Background: an optimization exercise with open tools, aiming at small area, a short achievable clock period and few clock cycles. Do not read the settings as production practice.
Where RTL was checked, it was by simulation tests only, not by an equivalence proof against the original.

==> flow/design.v (excerpt) <==
module stack_machine (
    clk,
    rst,
    start,
    ready,
    x_input,
    y_output,
    skip_pixel,
    output_queue_index,
    output_queue_get,
    output_queue_length,
    output_queue_data_out,
    output_queue_ready
);
Size: about 4300 cells after synthesis, ~340 flip-flops.
make LEC_CHECK=0 CAP_MARGIN=20 CORE_MARGIN=2 CORE_UTILIZATION=40 SETUP_SLACK_MARGIN=1.25 SLEW_MARGIN=20 finish   # period 7.0 ns
run.sh (not shown) runs the stock make flow with config.mk's settings and CLKGATE_MAP_FILE= SYNTH_SCRIPT=/design/flow/synth_recipe.tcl, a recipe that flattens the netlist after the stock synthesis.
Testbench counts at the start, summed over its fixed seeds: cycles 45,597.
==> next run, changes <==
Settings changed: SETUP_SLACK_MARGIN 1.25 to 1.5.
Global-route usage rises by 0.49 points.
Via count rises by about 1.6%.
Setup slack gains 0.081 ns.
Synthesized area does not change.
==> next run, changes <==
==> flow/flow/run.sh (new file) <==
#!/bin/bash
# The standard layout (standard.sh: ORFS from the standard synthesis to the
# routed design), with one change: the port buffers that ORFS's global
# placement inserts (buffer_ports) are sky130_fd_sc_hd__buf_4 cells instead of
# the clkdlybuf4s50_1 delay cells it picks by default. Every input and output
# port still gets its own buffer. The make output goes to standard_sh.log; ORFS
# keeps each step's log under orfs/logs/.
set -euo pipefail
export BUFFER_PORTS_ARGS="-buffer_cell sky130_fd_sc_hd__buf_4"
bash standard.sh > standard_sh.log 2>&1
==> flow/standard.sh (new file) <==
#!/bin/bash
# synth_recipe.tcl (not shown) runs the flow's synth.tcl, then flattens the netlist and writes it again
# the make line also repeats each setting of config.mk as NAME=value (left out here)
make -C /OpenROAD-flow-scripts/flow DESIGN_CONFIG=/design/flow/config.mk WORK_HOME=/design/flow/orfs CLKGATE_MAP_FILE= SYNTH_SCRIPT=/design/flow/synth_recipe.tcl "${@:-finish}"
removed: flow/run.sh
After rerunning: Wire length is lower by 0.31%; setup slack is better by 0.012 ns.


old:
Another version of the RTL of stack_machine (not shown whole).
For scale: ~4000 cells after synthesis, ~35000 um2 of cells after synthesis.
clock: 7.0 ns
lec_check: 0
cap_margin: 20
core_margin: 2
core_utilization: 40
setup_slack_margin: 1.0
slew_margin: 20
Stock flow here: none of the scripts above is used.
Both conditions hold for old: the flow ran to the end and the final layout passed the timing, design-rule and antenna checks.
Testbench counts of old, summed over its fixed seeds: cycles 47,351.
The inputs of new differ from those of old as listed below.
# old
export LEC_CHECK = 0
export CAP_MARGIN = 20
export CORE_MARGIN = 2
export CORE_UTILIZATION = 40
export SETUP_SLACK_MARGIN = 1.0
export SLEW_MARGIN = 20
create_clock -name core_clock -period 7.0 [get_ports {clk}]
# new
export LEC_CHECK = 0
export CAP_MARGIN = 20
export CORE_MARGIN = 2
export CORE_UTILIZATION = 40
export SETUP_SLACK_MARGIN = 2.0
export SLEW_MARGIN = 20
create_clock -name core_clock -period 7.0 [get_ports {clk}]
==> comparison <==
Delta (new minus old): clock latency on the worst-skew pair shows no meaningful change; worst-case hold slack shows a reduction of 16 ps. Post-route fraction of the period consumed by the critical path in new vs old: down 3.3 points. Count of plain and timing-repair buffers in the layout was lower in old than in new. Looking at worst setup path startpoint, the S[0][3]$_DFFE_PP_ result is from old; the S[0][0]$_DFFE_PP_ one comes from new. Taking old as the reference, in new detailed-route wire length moved down; number of hold-repair buffers added at the cts stage level; filler cell count moved down. Looking at slowest stage cell on the critical path, the sky130_fd_sc_hd__edfxtp_1 result is from old; the sky130_fd_sc_hd__fa_1 one comes from new. new — post-layout utilization of the core 2.6 points higher, old as reference.


## rev 12
Another version of the RTL of stack_machine (not shown whole).
For scale: roughly 4300 cells after synthesis, roughly 350 flip-flops, ~59 I/O pins, roughly 0.035 mm^2 of cells after synthesis.
// stack_machine
module stack_machine (
    clk,
    rst,
    start,
    ready,
    x_input,
    y_output,
    skip_pixel,
    output_queue_index,
    output_queue_get,
    output_queue_length,
    output_queue_data_out,
    output_queue_ready
);
clock: 7.0 ns
lec_check: 0
cap_margin: 20
core_margin: 2
core_utilization: 40
setup_slack_margin: 1.5
slew_margin: 20
Per the final summary, rev 12 finished and its layout is clean on timing, DRC and antenna.
Inputs modified between rev 12 and rev 13:
- changing SETUP_SLACK_MARGIN from 1.5 to 2.0
- On hold slack, rev 13 does worse than rev 12.
- The run with more setup slack is rev 13; rev 12 has less.
- Final area: rev 13 higher than rev 12
- Between rev 12 and rev 13, the flow reports number of setup buffers added after CTS increasing by more than 100%.
- The register-to-register slack on rev 13 is in line with that on rev 12.
- The data arrival at the endpoint of the critical path of rev 13 falls short of that of rev 12 by 0.03 ns.
- Between rev 12 and rev 13, the difference in maximum frequency from static timing analysis is negligible.
- Going from rev 12 to rev 13, the fraction of layout instances using a drive strength above 1 was found to have gone up by 2.9 points.
- In the metrics for rev 12 and rev 13, the one carrying the higher utilization is rev 13.
No functional check of the RTL was part of any run of this note.

static timing again, ports no longer ideal:
No port has a modelled driver above. Below, the same layouts with a new extraction and two added sets of constraints.
Step 1 assumes that a clkbuf_16 drives the clock port and a buf_2 every other input.
Step 2 times the ports against the registers' clock, not the clock port: input delays grow and output delays shrink by t, the midpoint of the rising clock arrivals with the driver on.
Slacks: ideal ports / drivers / drivers and shift; pairs: ideal ports / drivers.
run	t, ns	setup slack, ns	worst register clock-pin slew, ns
the first run of note 1	0.649	1.376 / 1.363 / 1.024	0.07 / 0.07
the second run of note 1	0.631	1.456 / 1.456 / 1.168	0.07 / 0.07
the third run of note 1	0.655	1.468 / 1.468 / 1.468	0.08 / 0.08
old	0.678	1.180 / 1.180 / 0.818	0.07 / 0.07
new	0.659	1.415 / 1.348 / 1.478	0.07 / 0.07
rev 12	0.662	1.468 / 1.468 / 1.010	0.07 / 0.07
rev 13	0.660	1.483 / 1.483 / 1.426	0.07 / 0.07
After both steps every run listed still meets setup and hold. The setup slack of rev 12, which loses most, moves by 0.000 ns with the drivers and by -0.458 ns with both steps.
